From an optimization exercise on the open Yosys and OpenROAD flow, aimed at small area, a short achievable clock period and few clock cycles; shortcuts taken in it are not production practice. The RTL was checked by simulation tests, not by an equivalence proof against the original design. Power is estimated from default activity; no workload was simulated.

==> design/flow/design.v <==
module PDU_kernel (
    input                   [ 0 : 0]            sys_clk,
    input                   [ 0 : 0]            sys_rst,
    output                  [31 : 0]            imem_addr,
    input                   [31 : 0]            imem_rdata,
    output                  [31 : 0]            dmem_addr,
    output                  [31 : 0]            dmem_wdata,
    output                  [ 0 : 0]            dmem_we,
    input                   [31 : 0]            dmem_rdata
);
    reg  [31:0] f_pc;
    reg         btb_v;
    reg  [31:0] btb_pc;
    reg  [31:0] btb_tgt;
    reg         d_v;
    reg         d_pred;
    reg  [31:0] d_pc;
    reg         e_v;
    reg         e_pred;
    reg  [31:0] e_pc;
    reg  [31:0] e_rs1;
    reg  [31:0] e_rs2;
    reg  [31:0] e_imm;
    reg         e_src0_pc, e_src0_rs1, e_src1_imm, e_cmp_imm, e_sub;
    reg         e_s_add, e_s_slt, e_s_sltu, e_s_xor, e_s_or, e_s_and, e_s_sh, e_s_link;
    reg         e_sh_left, e_sh_arith;
    reg         e_br, e_jmp;
    reg  [ 2:0] e_f3;
    reg         e_ld, e_st, e_wen;
    reg  [ 4:0] e_rd;
    reg         e_f1m, e_f1w, e_f2m, e_f2w;
    reg         m_we, m_ld, m_wen;
    reg  [ 4:0] m_rd;
    reg  [31:0] m_res;
    reg  [31:0] m_sdata;
    reg         w_ld, w_wen;
    reg  [ 4:0] w_rd;
    reg  [31:0] w_res;
    wire [31:0] w_data = w_ld ? dmem_rdata : w_res;
    reg  [31:0] rf [1:31];
    genvar gi;
    generate
        for (gi = 1; gi < 32; gi = gi + 1) begin : g_rf
            always @(posedge sys_clk)
                if (w_wen && w_rd == gi)
                    rf[gi] <= w_data;
        end
    endgenerate
    wire        btb_hit = btb_v && (btb_pc == f_pc);
    assign imem_addr = f_pc;
    wire [31:0] inst = imem_rdata;
    wire [ 4:0] opc  = inst[6:2];
    wire [ 2:0] f3   = inst[14:12];
    wire [ 4:0] rs1  = inst[19:15];
    wire [ 4:0] rs2  = inst[24:20];
    wire [ 4:0] rd   = inst[11:7];
    wire is_op    = opc == 5'b01100;
    wire is_opi   = opc == 5'b00100;
    wire is_ld    = opc == 5'b00000;
    wire is_st    = opc == 5'b01000;
    wire is_br    = opc == 5'b11000;
    wire is_lui   = opc == 5'b01101;
    wire is_auipc = opc == 5'b00101;
    wire is_jal   = opc == 5'b11011;
    wire is_jalr  = opc == 5'b11001;
    wire use1 = is_op | is_opi | is_ld | is_st | is_br | is_jalr;
    wire use2 = is_op | is_st | is_br;
    wire wen  = (is_op | is_opi | is_ld | is_lui | is_auipc | is_jal | is_jalr) & (|rd);
    wire alu  = is_op | is_opi;
    reg  [31:0] imm;
    always @(*) begin
        imm = {{20{inst[31]}}, inst[31:20]};
        if (is_br)
            imm = {{20{inst[31]}}, inst[7], inst[30:25], inst[11:8], 1'b0};
        if (is_st)
            imm = {{20{inst[31]}}, inst[31:25], inst[11:7]};
        if (is_lui || is_auipc)
            imm = {inst[31:12], 12'h0};
        if (is_jal)
            imm = {{12{inst[31]}}, inst[19:12], inst[20], inst[30:21], 1'b0};
    end
    wire [31:0] rd1 = (w_wen && w_rd == rs1) ? w_data : ((|rs1) ? rf[rs1] : 32'h0);
    wire [31:0] rd2 = (w_wen && w_rd == rs2) ? w_data : ((|rs2) ? rf[rs2] : 32'h0);
    wire haz = d_v && (
        (e_v && e_ld && e_wen && ((use1 && e_rd == rs1) || (use2 && e_rd == rs2))) ||
        (m_ld && m_wen && ((use1 && m_rd == rs1) || (use2 && m_rd == rs2))));
    wire [31:0] a = e_f1m ? m_res : (e_f1w ? w_res : e_rs1);
    wire [31:0] b = e_f2m ? m_res : (e_f2w ? w_res : e_rs2);
    wire [31:0] src0 = ({32{e_src0_pc}} & e_pc) | ({32{e_src0_rs1}} & a);
    wire [31:0] src1 = e_src1_imm ? e_imm : b;
    wire [31:0] sum  = src0 + (src1 ^ {32{e_sub}}) + {31'b0, e_sub};
    wire [31:0] cmp_b = e_cmp_imm ? e_imm : b;
    wire        eq    = a == cmp_b;
    wire        ltu   = a < cmp_b;
    wire        lt    = (a[31] ^ cmp_b[31]) ? a[31] : ltu;
    reg  [31:0] sh_in, sh_res;
    integer k;
    always @(*)
        for (k = 0; k < 32; k = k + 1)
            sh_in[k] = e_sh_left ? a[31-k] : a[k];
    wire [32:0] sh_ext = {e_sh_arith & a[31], sh_in};
    wire [32:0] sh_out = $signed(sh_ext) >>> src1[4:0];
    always @(*)
        for (k = 0; k < 32; k = k + 1)
            sh_res[k] = e_sh_left ? sh_out[31-k] : sh_out[k];
    wire [31:0] link = e_pc + 32'h4;
    wire [31:0] res =
        ({32{e_s_add}}  & sum) |
        ({32{e_s_slt}}  & {31'b0, lt}) |
        ({32{e_s_sltu}} & {31'b0, ltu}) |
        ({32{e_s_xor}}  & (a ^ src1)) |
        ({32{e_s_or}}   & (a | src1)) |
        ({32{e_s_and}}  & (a & src1)) |
        ({32{e_s_sh}}   & sh_res) |
        ({32{e_s_link}} & link);
    wire cond = e_f3[2] ? ((e_f3[1] ? ltu : lt) ^ e_f3[0]) : (~e_f3[1] & (eq ^ e_f3[0]));
    wire taken = e_jmp | (e_br & cond);
    wire redirect = e_v && (taken ? !(e_br && e_pred) : e_pred);
    wire [31:0] redirect_pc = taken ? sum : link;
    wire replay = haz && !redirect;
    always @(posedge sys_clk) begin
        if (sys_rst) begin
            f_pc  <= 32'h0;
            btb_v <= 1'b0;
            d_v   <= 1'b0;
            e_v   <= 1'b0;
            e_wen <= 1'b0;
            e_ld  <= 1'b0;
            m_we  <= 1'b0;
            m_ld  <= 1'b0;
            m_wen <= 1'b0;
            w_wen <= 1'b0;
            w_ld  <= 1'b0;
        end else begin
            if (redirect)
                f_pc <= redirect_pc;
            else if (replay)
                f_pc <= d_pc;
            else if (btb_hit)
                f_pc <= btb_tgt;
            else
                f_pc <= f_pc + 32'h4;
            if (e_v && e_br && taken && !e_pred && e_imm[31]) begin
                btb_v   <= 1'b1;
                btb_pc  <= e_pc;
                btb_tgt <= sum;
            end
            d_v    <= !(redirect || replay);
            d_pred <= btb_hit;
            d_pc   <= f_pc;
            e_v        <= d_v && !redirect && !haz;
            e_wen      <= d_v && !redirect && !haz && wen;
            e_ld       <= is_ld;
            e_st       <= is_st;
            e_br       <= is_br;
            e_jmp      <= is_jal | is_jalr;
            e_pred     <= d_pred;
            e_pc       <= d_pc;
            e_rs1      <= rd1;
            e_rs2      <= rd2;
            e_imm      <= imm;
            e_rd       <= rd;
            e_f3       <= f3;
            e_src0_pc  <= is_auipc | is_jal | is_br;
            e_src0_rs1 <= is_op | is_opi | is_ld | is_st | is_jalr;
            e_src1_imm <= !is_op;
            e_cmp_imm  <= is_opi;
            e_sub      <= is_op && f3 == 3'b000 && inst[30];
            e_s_add    <= alu ? (f3 == 3'b000) : !(is_jal | is_jalr);
            e_s_slt    <= alu && f3 == 3'b010;
            e_s_sltu   <= alu && f3 == 3'b011;
            e_s_xor    <= alu && f3 == 3'b100;
            e_s_or     <= alu && f3 == 3'b110;
            e_s_and    <= alu && f3 == 3'b111;
            e_s_sh     <= alu && (f3 == 3'b001 || f3 == 3'b101);
            e_s_link   <= is_jal | is_jalr;
            e_sh_left  <= f3 == 3'b001;
            e_sh_arith <= inst[30] && !f3[1] && f3[0] && f3[2];
            e_f1m      <= e_wen && e_rd == rs1;
            e_f1w      <= m_wen && m_rd == rs1;
            e_f2m      <= e_wen && e_rd == rs2;
            e_f2w      <= m_wen && m_rd == rs2;
            m_we    <= e_v && e_st;
            m_ld    <= e_v && e_ld;
            m_wen   <= e_wen;
            m_rd    <= e_rd;
            m_res   <= res;
            m_sdata <= b;
            w_ld  <= m_ld;
            w_wen <= m_wen;
            w_rd  <= m_rd;
            w_res <= m_res;
        end
    end
    assign dmem_addr  = m_res;
    assign dmem_wdata = m_sdata;
    assign dmem_we    = m_we;
endmodule
==> design/flow/run.sh <==
#!/bin/bash
# synth_recipe.tcl (not shown) runs the flow's synth.tcl, then flattens the netlist and writes it again
# the make line also repeats each setting of config.mk as NAME=value (left out here)
make -C /OpenROAD-flow-scripts/flow DESIGN_CONFIG=/design/flow/config.mk WORK_HOME=/design/flow/orfs CLKGATE_MAP_FILE= SYNTH_SCRIPT=/design/flow/synth_recipe.tcl finish
==> design/flow/config.mk <==
export PLATFORM = sky130hd
export DESIGN_NAME = PDU_kernel
export DESIGN_NICKNAME = PDU_kernel
export VERILOG_FILES = /design/flow/design.v
export SDC_FILE = /design/flow/constraint.sdc
export NUM_CORES = 4
export LEC_CHECK = 0
export CAP_MARGIN = 20
export CORE_MARGIN = 2
export CORE_UTILIZATION = 40
export SLEW_MARGIN = 20
==> design/flow/constraint.sdc <==
create_clock -name core_clock -period 12.0 [get_ports {sys_clk}]
set_input_delay 2.4000 -clock core_clock [delete_from_list [all_inputs] [get_ports {sys_clk}]]
set_output_delay 2.4000 -clock core_clock [all_outputs]
set_load 0.01 [all_outputs]
==> flow_results.xml, run 1 <==
<?xml version="1.0" encoding="UTF-8"?>
<metrics>
  <group name="outcome">
    <metric name="result_of_the_run" unit="">finished clean</metric>
  </group>
  <group name="clock_network">
    <metric name="total_of_cells_resized_after_clock_tree_synthesis" unit="">0</metric>
    <metric name="ctsHtreeMaxLevel" unit="">4</metric>
    <metric name="post_cts.repair.setup_buffers" unit="">0</metric>
    <metric name="numClockSinks" unit="">1395</metric>
    <metric name="cts_clk_pin_slew_worst_paths" unit="ns">0.06</metric>
    <metric name="clockBufferDepth" unit="">3</metric>
    <metric name="clkLatencyLatePin" unit="ns">0.83</metric>
    <metric name="clock_tree.root_cell" unit="">clkbuf_16</metric>
    <metric name="cts_tree" unit="">done</metric>
    <metric name="ctsHoldBuffers" unit="">0</metric>
    <metric name="cts_buffers" unit="">147</metric>
  </group>
  <group name="layout">
    <metric name="multi_input_comb_area" unit="sq um">24800</metric>
    <metric name="area_delta_synth_final" unit="%">14.4</metric>
    <metric name="drive_above_1_share" unit="%">11.3</metric>
    <metric name="num-nets-final" unit="">5517</metric>
    <metric name="fillers" unit="">14721</metric>
    <metric name="final_cell_mix" unit="">edfxtp_1 (1353), a22oi_1 (336), nand2_1 (333), a221oi_1 (281), a22o_1 (261)</metric>
    <metric name="leading_cell_type_in_the_layout_fill_and_taps_excluded" unit="">edfxtp_1</metric>
    <metric name="final-seq-area" unit="sq um">41500</metric>
  </group>
  <group name="routing">
    <metric name="route.detailed.vias_per_inst" unit="">7.38</metric>
    <metric name="vias" unit="">56352</metric>
    <metric name="wire_per_inst" unit="um">41.4</metric>
    <metric name="drtAntennaViolNets" unit="">0</metric>
    <metric name="drc" unit="">0</metric>
    <metric name="drt-total-wl" unit="um">316000</metric>
    <metric name="dr_pass1_iterations" unit="">12</metric>
    <metric name="violation_count_after_the_first_detailed_routing_iteration" unit="">12255</metric>
  </group>
  <group name="placed_design">
    <metric name="hpwlAfterDp" unit="um">187000</metric>
    <metric name="place.gp.congestion" unit="">0.990</metric>
    <metric name="portBuffers" unit="">160</metric>
  </group>
  <group name="setup_path">
    <metric name="critical_path_required" unit="ns">12.50</metric>
    <metric name="cp_slowest_stage_delay" unit="ns">0.73</metric>
    <metric name="cp_num_cells" unit="">18</metric>
    <metric name="criticalPathCategory" unit="">reg2reg</metric>
    <metric name="endpoint" unit="">m_res[30]</metric>
    <metric name="path_cells" unit="">buf_4 &gt; mux2_4 &gt; mux2_4 &gt; o21ai_4 &gt; inv_4 &gt; xor2_1 &gt; inv_1 &gt; fa_1 &gt; nor2b_1 &gt; o31a_1 &gt; o21ai_0 &gt; o21ai_0 &gt; o21ai_0 &gt; o31ai_1 &gt; a21oi_1 &gt; xnor2_1 &gt; a221oi_1 &gt; o21ai_0</metric>
    <metric name="critPathTopFamily" unit="">compound AO/OA/AOI/OAI gates</metric>
    <metric name="cp_data_arrival_time" unit="ns">7.97</metric>
    <metric name="cp_slowest_cell" unit="">o21ai_0</metric>
    <metric name="setup.worst_path.start_class" unit="">register</metric>
    <metric name="critical_path.most_common_cell" unit="">o21ai_0</metric>
    <metric name="crit_start" unit="">e_f2w</metric>
    <metric name="worstPathBufferInverterCount" unit="">3</metric>
    <metric name="worst-path-max-fanout" unit="">39</metric>
    <metric name="ff2ff_setup_slack" unit="ns">4.52</metric>
    <metric name="rr_worst_depth" unit="">18</metric>
    <metric name="worstReg2RegStart" unit="">e_f2w</metric>
    <metric name="sort_of_element_at_the_end_of_the_critical_path" unit="">register</metric>
    <metric name="timing.rr.end" unit="">m_res[30]</metric>
  </group>
  <group name="timing">
    <metric name="fmax" unit="MHz">134</metric>
    <metric name="final.min_clock_period" unit="ns">7.48</metric>
    <metric name="final_hold_violating_endpoints" unit="">0</metric>
    <metric name="max-slew-margin-rel" unit="%">18.5</metric>
    <metric name="final_sum_of_negative_setup_slack" unit="ns">0</metric>
    <metric name="slew_violations" unit="">0</metric>
    <metric name="rsz0062_at_grt" unit="">false</metric>
    <metric name="final.setup_skew" unit="ns">0.0588</metric>
    <metric name="worst-slew-pin-transition" unit="ns">1.21</metric>
    <metric name="finalSetupViolations" unit="">0</metric>
    <metric name="portion_of_the_clock_cycle_consumed_by_the_worst_path_in_the_final_layout" unit="%">62.3</metric>
  </group>
  <group name="pwr">
    <metric name="share_clk_of_total_power" unit="%">37.2</metric>
    <metric name="vdd_drop_max" unit="V">0.000172</metric>
    <metric name="p_per_area" unit="nW/um^2">158</metric>
    <metric name="switching_power" unit="uW">3570</metric>
    <metric name="comb_power_share" unit="%">16.3</metric>
    <metric name="total_power" unit="uW">12200</metric>
    <metric name="p_int" unit="uW">8640</metric>
    <metric name="seqPwrFrac" unit="%">46.5</metric>
    <metric name="power.leakage" unit="uW">0.0255</metric>
    <metric name="switching_share" unit="%">29.3</metric>
  </group>
  <group name="yosys">
    <metric name="synth.lib_cells_used.distinct" unit="">85</metric>
    <metric name="synth_area" unit="sq um">67400</metric>
    <metric name="async_flop_share" unit="%">0</metric>
    <metric name="synth_nets" unit="">5401</metric>
    <metric name="synth.yosys.seq_area_share" unit="%">61.5</metric>
    <metric name="flip_flop_and_latch_count_after_synthesis" unit="">1395</metric>
    <metric name="post-synth-top-area-fraction" unit="%">60.2</metric>
    <metric name="yosys-top-cells-area" unit="">edfxtp_1 (60%), a22oi_1 (3.7%), a221oi_1 (3.6%)</metric>
    <metric name="count_of_flip_flops_with_a_built_in_enable_after_synthesis" unit="">1353</metric>
    <metric name="commonest_register_cell_after_synthesis" unit="">edfxtp_1</metric>
    <metric name="netlist_instances" unit="">5206</metric>
    <metric name="yosysTopAreaCell" unit="">edfxtp_1</metric>
    <metric name="synth.yosys.warnings" unit="">34</metric>
    <metric name="synthesis.area_per_instance" unit="sq um">13.0</metric>
  </group>
  <group name="global_routing">
    <metric name="grtUsageTotal" unit="%">35.4</metric>
    <metric name="grt_overflow_total" unit="">0</metric>
    <metric name="grt_start_max_net_pins" unit="">119</metric>
    <metric name="antenna_found_initial" unit="">11</metric>
    <metric name="first_pass_grt_wire_length" unit="um">426000</metric>
    <metric name="vias_in_the_first_global_route" unit="">52161</metric>
  </group>
  <group name="hold_path">
    <metric name="hold_path_class" unit="">reg2reg</metric>
    <metric name="worst_hold_path.num_cells" unit="">0</metric>
  </group>
  <group name="floorplanning">
    <metric name="die-width" unit="um">415</metric>
    <metric name="floorplan.rows" unit="">150</metric>
    <metric name="initial_core_util" unit="%">40.3</metric>
    <metric name="boundaryPins" unit="">163</metric>
    <metric name="fp.dieArea" unit="sq um">172000</metric>
    <metric name="core-area" unit="sq um">167000</metric>
    <metric name="chipHeight" unit="um">415</metric>
  </group>
  <group name="run">
    <metric name="drv.max_cap_violation_count" unit="">0</metric>
  </group>
</metrics>
[cells by family (layout without fill, tap and decap cells)]
family | Yosys count | after routing | share of synthesized area [%]
AOI/OAI and AO/OA | 1625 | 1625 | 17.8
DFF | 1395 | 1395 | 61.5
and+or+nand+nor | 1069 | 1069 | 7.58
buffers and inverters | 484 | 713 | 2.78
muxes | 322 | 322 | 5.57
xor gates and xnor gates | 182 | 182 | 2.36
adders and majority gates | 129 | 129 | 2.40
other | 0 | 1 | 0
[metrics by stage]
step | util (%) | setup WS (ns) | std cells | hold slack (ns) | cell area (sq um)
2_1_floorplan | - | 0.146 | 5206 | 0.400 | 67400
3_3_place_gp | 43.3 | 4.79 | 7377 | 0.409 | 72400
3_5_place_dp | 43.3 | 4.79 | 7377 | 0.426 | 72400
4_1_cts | 46.1 | 4.76 | 7639 | 0.440 | 77100
5_1_grt | 46.1 | 4.45 | 7639 | 0.447 | 77100
6_report | 46.1 | 4.52 | 7640 | 0.449 | 77200
[cells in the mapped netlist (23+ instances only)]
library cell  count
a211oi_1         57
a21oi_1         230
a221oi_1        281
a222oi_1         64
a22o_1          261
a22oi_1         336
and2_1           23
buf_1            45
clkbuf_1        292
dfxtp_1          42
edfxtp_1       1353
ha_1            128
inv_1           118
mux2_2           66
mux2i_1         219
mux4_2           30
nand2_1         334
nand3_1         110
nand4_1         156
nor2_1          222
nor2b_1          33
nor3_1           93
o211ai_1         27
o21ai_0         208
o22ai_1          38
xnor2_1         103
xor2_1           79
[how the worst min path moves through the flow]
stage / start / end / slack, ns
5_1_grt: d_pred / e_pred / 0.45
6_report: d_pc[29] / e_pc[29] / 0.45
2_1_floorplan: d_pred / e_pred / 0.40
3_5_place_dp: d_pred / e_pred / 0.43
4_1_cts: d_pred / e_pred / 0.44
3_3_place_gp: d_pred / e_pred / 0.41
[state kept, by name, indices dropped and copies added, names as in the netlist, 5 cells and up]
signal	count
rf	992
btb_pc	32
btb_tgt	32
d_pc	32
e_imm	32
e_pc	32
e_rs1	32
e_rs2	32
f_pc	32
m_res	32
m_sdata	32
w_res	32
e_rd	5
m_rd	5
w_rd	5
[cell type report]
| type | count | share of cell area [%] |
|---|---|---|
| sequential | 1395 | 53.8 |
| tap | 2204 | 3.57 |
| multi-input combinational | 3327 | 32.2 |
| timing repair buffer | 329 | 3.72 |
| inverter | 122 | 0.610 |
| clock inverter | 89 | 1.19 |
| clock buffer | 173 | 4.95 |
| antenna | 1 | 0.00324 |
[power by group through the flow]
stage	sequential [uW]	combinational, uW	clock, uW
floorplan	5730	1090	0
global placement	5780	1880	0
detailed placement	5780	1890	0
CTS	5680	1900	4540
global route	5690	2050	4710
finish	5680	1990	4540
[routing by layer]
layer | GRT usage, % | share of wire, % | wire length [um]
met5 | 1.36 | 0.12 | 370
met4 | 23.7 | 8.6 | 27300
met2 | 51.4 | 42 | 131000
met1 | 43.2 | 34 | 107000
met3 | 14.3 | 16 | 50200
Testbench counts, summed over its fixed seeds: cycles 103,759.
==> run 2: changes to the inputs <==
--- a/design/flow/design.v
+++ b/design/flow/design.v
@@ -90,3 +90,4 @@
     wire [31:0] src1 = e_src1_imm ? e_imm : b;
-    wire [31:0] sum  = src0 + (src1 ^ {32{e_sub}}) + {31'b0, e_sub};
+    wire [32:0] sum_x = {src0, 1'b1} + {src1 ^ {32{e_sub}}, e_sub};
+    wire [31:0] sum   = sum_x[32:1];
     wire [31:0] cmp_b = e_cmp_imm ? e_imm : b;
@@ -127,3 +128,2 @@
             e_wen <= 1'b0;
-            e_ld  <= 1'b0;
             m_we  <= 1'b0;
@@ -142,12 +142,22 @@
                 f_pc <= f_pc + 32'h4;
-            if (e_v && e_br && taken && !e_pred && e_imm[31]) begin
-                btb_v   <= 1'b1;
-                btb_pc  <= e_pc;
-                btb_tgt <= sum;
-            end
-            d_v    <= !(redirect || replay);
+            if (e_v && e_br && taken && !e_pred && e_imm[31])
+                btb_v <= 1'b1;
+            d_v   <= !(redirect || replay);
+            e_v   <= d_v && !redirect && !haz;
+            e_wen <= d_v && !redirect && !haz && wen;
+            m_we  <= e_v && e_st;
+            m_ld  <= e_v && e_ld;
+            m_wen <= e_wen;
+            w_ld  <= m_ld;
+            w_wen <= m_wen;
+        end
+    end
+    always @(posedge sys_clk)
+        if (e_v && e_br && taken && !e_pred && e_imm[31]) begin
+            btb_pc  <= e_pc;
+            btb_tgt <= sum;
+        end
+    always @(posedge sys_clk) begin
             d_pred <= btb_hit;
             d_pc   <= f_pc;
-            e_v        <= d_v && !redirect && !haz;
-            e_wen      <= d_v && !redirect && !haz && wen;
             e_ld       <= is_ld;
@@ -182,5 +192,2 @@
             e_f2w      <= m_wen && m_rd == rs2;
-            m_we    <= e_v && e_st;
-            m_ld    <= e_v && e_ld;
-            m_wen   <= e_wen;
             m_rd    <= e_rd;
@@ -188,7 +195,4 @@
             m_sdata <= b;
-            w_ld  <= m_ld;
-            w_wen <= m_wen;
             w_rd  <= m_rd;
             w_res <= m_res;
-        end
     end
--- a/design/flow/config.mk
+++ b/design/flow/config.mk
@@ -10,2 +10,3 @@
 export CORE_UTILIZATION = 40
+export SETUP_SLACK_MARGIN = 5
 export SLEW_MARGIN = 20
==> run 2 against run 1 <==
Effect of this change:
- die area down 4.2%
- synthesized cell count about the same
- non-clock buffer count up 2
- critical endpoint is now btb_pc[25]
- flip-flop and latch count unchanged
- highest routed layer unchanged
- total power down 2.8%
- routed wire length down 4.7%
- combinational power down 19%
- critical path depth down 4
- fmax up 12%
==> flow_results.xml, run 2 <==
<?xml version="1.0" encoding="UTF-8"?>
<metrics>
  <group name="pwr">
    <metric name="power.leakage" unit="uW">0.0249</metric>
    <metric name="seqPwrFrac" unit="%">47.4</metric>
    <metric name="share_clk_of_total_power" unit="%">39.0</metric>
    <metric name="switching_share" unit="%">27.8</metric>
    <metric name="vdd_drop_max" unit="V">0.000147</metric>
    <metric name="p_int" unit="uW">8570</metric>
    <metric name="comb_power_share" unit="%">13.7</metric>
    <metric name="p_per_area" unit="nW/um^2">160</metric>
    <metric name="switching_power" unit="uW">3300</metric>
  </group>
  <group name="placed_design">
    <metric name="place.gp.congestion" unit="">1.03</metric>
    <metric name="hpwlAfterDp" unit="um">179000</metric>
    <metric name="portBuffers" unit="">160</metric>
    <metric name="place_ws" unit="ns">5.40</metric>
  </group>
  <group name="layout">
    <metric name="largest_register_ff_count" unit="">992</metric>
    <metric name="final_cell_mix" unit="">edfxtp_1 (1056), a22oi_1 (361), dfxtp_1 (332), nand2_1 (310), a22o_1 (279)</metric>
    <metric name="fillers" unit="">14370</metric>
    <metric name="num-nets-final" unit="">5514</metric>
    <metric name="multi_input_comb_area" unit="sq um">25000</metric>
    <metric name="area_delta_synth_final" unit="%">15.2</metric>
    <metric name="register_with_the_highest_flop_count" unit="">rf</metric>
    <metric name="drive_above_1_share" unit="%">11.7</metric>
    <metric name="leading_cell_type_in_the_layout_fill_and_taps_excluded" unit="">edfxtp_1</metric>
    <metric name="final-seq-area" unit="sq um">38500</metric>
  </group>
  <group name="setup_path">
    <metric name="critical_path.most_common_cell" unit="">buf_4</metric>
    <metric name="cp_slowest_stage_delay" unit="ns">0.85</metric>
    <metric name="sort_of_element_at_the_end_of_the_critical_path" unit="">register</metric>
    <metric name="cp_data_arrival_time" unit="ns">7.07</metric>
    <metric name="rr_worst_depth" unit="">14</metric>
    <metric name="worstReg2RegStart" unit="">e_f2w</metric>
    <metric name="ff2ff_setup_slack" unit="ns">5.32</metric>
    <metric name="critical_path_required" unit="ns">12.39</metric>
    <metric name="path_cells" unit="">buf_4 &gt; mux2i_1 &gt; o21ai_0 &gt; mux2i_1 &gt; ha_1 &gt; nand4_2 &gt; or4_1 &gt; or3_1 &gt; a21oi_2 &gt; o22ai_1 &gt; a221oi_4 &gt; buf_4 &gt; nor4b_4 &gt; buf_4</metric>
    <metric name="worstPathBufferInverterCount" unit="">3</metric>
    <metric name="critPathTopFamily" unit="">simple AND/OR/NAND/NOR gates</metric>
    <metric name="criticalPathCategory" unit="">reg2reg</metric>
    <metric name="setup.worst_path.start_class" unit="">register</metric>
    <metric name="cp_num_cells" unit="">14</metric>
    <metric name="timing.rr.end" unit="">btb_pc[25]</metric>
    <metric name="worst-path-max-fanout" unit="">65</metric>
    <metric name="cp_slowest_cell" unit="">o21ai_0</metric>
    <metric name="crit_start" unit="">e_f2w</metric>
    <metric name="endpoint" unit="">btb_pc[25]</metric>
  </group>
  <group name="yosys">
    <metric name="post-synth-top-area-fraction" unit="%">49.1</metric>
    <metric name="synthesis.area_per_instance" unit="sq um">12.4</metric>
    <metric name="synth_area" unit="sq um">64600</metric>
    <metric name="flip_flop_and_latch_count_after_synthesis" unit="">1395</metric>
    <metric name="yosysTopAreaCell" unit="">edfxtp_1</metric>
    <metric name="yosys-top-cells-area" unit="">edfxtp_1 (49%), dfxtp_1 (11%), a22oi_1 (4.2%)</metric>
    <metric name="synth_nets" unit="">5397</metric>
    <metric name="count_of_flip_flops_with_a_built_in_enable_after_synthesis" unit="">1056</metric>
    <metric name="yosys.cell_count.top_type" unit="">edfxtp_1</metric>
    <metric name="netlist_instances" unit="">5202</metric>
    <metric name="synth.yosys.seq_area_share" unit="%">59.6</metric>
    <metric name="synth.yosys.warnings" unit="">34</metric>
    <metric name="synth.lib_cells_used.distinct" unit="">89</metric>
    <metric name="yosys-top-cells-count" unit="">edfxtp_1 (1056), a22oi_1 (361), dfxtp_1 (339), nand2_1 (310), clkbuf_1 (284)</metric>
    <metric name="async_flop_share" unit="%">0</metric>
    <metric name="commonest_register_cell_after_synthesis" unit="">edfxtp_1</metric>
  </group>
  <group name="timing">
    <metric name="worst-slew-pin-transition" unit="ns">1.31</metric>
    <metric name="final_sum_of_negative_setup_slack" unit="ns">0</metric>
    <metric name="final_hold_violating_endpoints" unit="">0</metric>
    <metric name="final.setup_skew" unit="ns">0.0395</metric>
    <metric name="postLayoutSetupSlackWorst" unit="ns">5.32</metric>
    <metric name="fmax" unit="MHz">150</metric>
    <metric name="max-slew-margin-rel" unit="%">12.0</metric>
    <metric name="finalSetupViolations" unit="">0</metric>
    <metric name="portion_of_the_clock_cycle_consumed_by_the_worst_path_in_the_final_layout" unit="%">55.7</metric>
    <metric name="slew_violations" unit="">0</metric>
    <metric name="final.min_clock_period" unit="ns">6.68</metric>
    <metric name="rsz0062_at_grt" unit="">false</metric>
  </group>
  <group name="global_routing">
    <metric name="grtUsageTotal" unit="%">35.6</metric>
    <metric name="vias_in_the_first_global_route" unit="">50949</metric>
    <metric name="antenna_found_initial" unit="">14</metric>
    <metric name="grt_overflow_total" unit="">0</metric>
    <metric name="grt_start_max_net_pins" unit="">68</metric>
    <metric name="first_pass_grt_wire_length" unit="um">408000</metric>
  </group>
  <group name="clock_network">
    <metric name="ctsHoldBuffers" unit="">0</metric>
    <metric name="numClockSinks" unit="">1395</metric>
    <metric name="clockBufferDepth" unit="">3</metric>
    <metric name="cts_clk_pin_slew_worst_paths" unit="ns">0.06</metric>
    <metric name="ctsHtreeMaxLevel" unit="">4</metric>
    <metric name="cts_tree" unit="">done</metric>
    <metric name="cts_buffers" unit="">144</metric>
    <metric name="total_of_cells_resized_after_clock_tree_synthesis" unit="">0</metric>
    <metric name="post_cts.repair.setup_buffers" unit="">0</metric>
    <metric name="clkLatencyLatePin" unit="ns">0.81</metric>
    <metric name="clock_tree.root_cell" unit="">clkbuf_16</metric>
  </group>
  <group name="floorplanning">
    <metric name="initial_core_util" unit="%">40.3</metric>
    <metric name="core-area" unit="sq um">160000</metric>
    <metric name="floorplan.rows" unit="">147</metric>
    <metric name="fp.dieArea" unit="sq um">165000</metric>
    <metric name="die-width" unit="um">406</metric>
    <metric name="boundaryPins" unit="">163</metric>
    <metric name="chipHeight" unit="um">406</metric>
  </group>
  <group name="hold_path">
    <metric name="hold_path_class" unit="">reg2reg</metric>
  </group>
  <group name="routing">
    <metric name="wire_per_inst" unit="um">39.7</metric>
    <metric name="route.detailed.vias_per_inst" unit="">7.13</metric>
    <metric name="drtAntennaViolNets" unit="">0</metric>
    <metric name="dr_pass1_iterations" unit="">10</metric>
    <metric name="vias" unit="">54161</metric>
    <metric name="drc" unit="">0</metric>
    <metric name="violation_count_after_the_first_detailed_routing_iteration" unit="">11927</metric>
    <metric name="drt-total-wl" unit="um">301000</metric>
  </group>
  <group name="outcome">
    <metric name="result_of_the_run" unit="">finished clean</metric>
  </group>
  <group name="run">
    <metric name="drv.max_cap_violation_count" unit="">0</metric>
  </group>
</metrics>
[run 2: how the worst min path moves through the flow]
| stage | startpoint | endpoint | cells past startpoint |
|---|---|---|---|
| CTS | d_pc[2] | e_pc[2] | 0 |
| floorplan | d_pred | e_pred | 0 |
| finish | d_pred | e_pred | 0 |
| detailed placement | d_pred | e_pred | 0 |
| global route | d_pc[2] | e_pc[2] | 0 |
| global placement | d_pred | e_pred | 0 |
[run 2: power groups by stage]
| stage | Sequential [uW] | Clock [uW] | Combinational, uW |
|---|---|---|---|
| finish | 5620 | 4630 | 1620 |
| global route | 5630 | 4830 | 1680 |
| CTS | 5620 | 4640 | 1540 |
| detailed placement | 5720 | 0 | 1530 |
| global placement | 5720 | 0 | 1510 |
| floorplan | 5660 | 0 | 816 |
[run 2: cells by family after synthesis]
kind of cell             Yosys count  synth area share (%)
flip-flops                      1395                  59.6
adder cells (fa/ha/maj)          129                  2.50
buffers and inverters            477                  2.88
AO/OA/AOI/OAI                   1647                  19.1
XOR/XNOR                         178                  2.45
multiplexers                     288                  5.28
AND/OR/NAND/NOR                 1088                  8.17
[run 2: per-stage QoR]
step / area [sq um] / utilization (%) / instances / hold WS, ns / total power (uW)
2_1_floorplan: 64600 / - / 5202 / 0.310 / 6470
3_3_place_gp: 69500 / 43.3 / 7329 / 0.316 / 7230
3_5_place_dp: 69500 / 43.3 / 7329 / 0.318 / 7250
4_1_cts: 74300 / 46.3 / 7588 / 0.339 / 11800
5_1_grt: 74400 / 46.4 / 7592 / 0.346 / 12100
6_report: 74400 / 46.4 / 7601 / 0.337 / 11900
[run 2: per-layer routing]
| layer | track usage (%) | routed length [um] | vias to the layer above |
|---|---|---|---|
| li1 | - | - | 21180 |
| met1 | 42.4 | 102000 | 26101 |
| met2 | 52.8 | 128000 | 5354 |
| met3 | 14.2 | 45900 | 1512 |
| met4 | 24.0 | 25700 | 14 |
| met5 | 0.178 | 80 | - |
[run 2: cell type report]
class	count	share of cell area (%)
inverters	117	0.590
repair buffers	331	3.87
flip-flops and latches	1395	51.8
clock buffers	178	5.18
well taps	2160	3.63
clock inverters	81	1.28
diodes	9	0.0303
multi-input cells	3330	33.7
[run 2: worst register-to-register path, cell delays in order (launching register included)]
cell and delay [ns]:
dfxtp_2 0.31, buf_4 0.47, mux2i_1 0.18, o21ai_0 0.85, mux2i_1 0.20, ha_1 0.70, nand4_2 0.31, or4_1 0.78
or3_1 0.43, a21oi_2 0.19, o22ai_1 0.13, a221oi_4 0.20, buf_4 0.43, nor4b_4 0.27, buf_4 0.73
Testbench counts of run 2, summed over its fixed seeds: cycles 103,759.
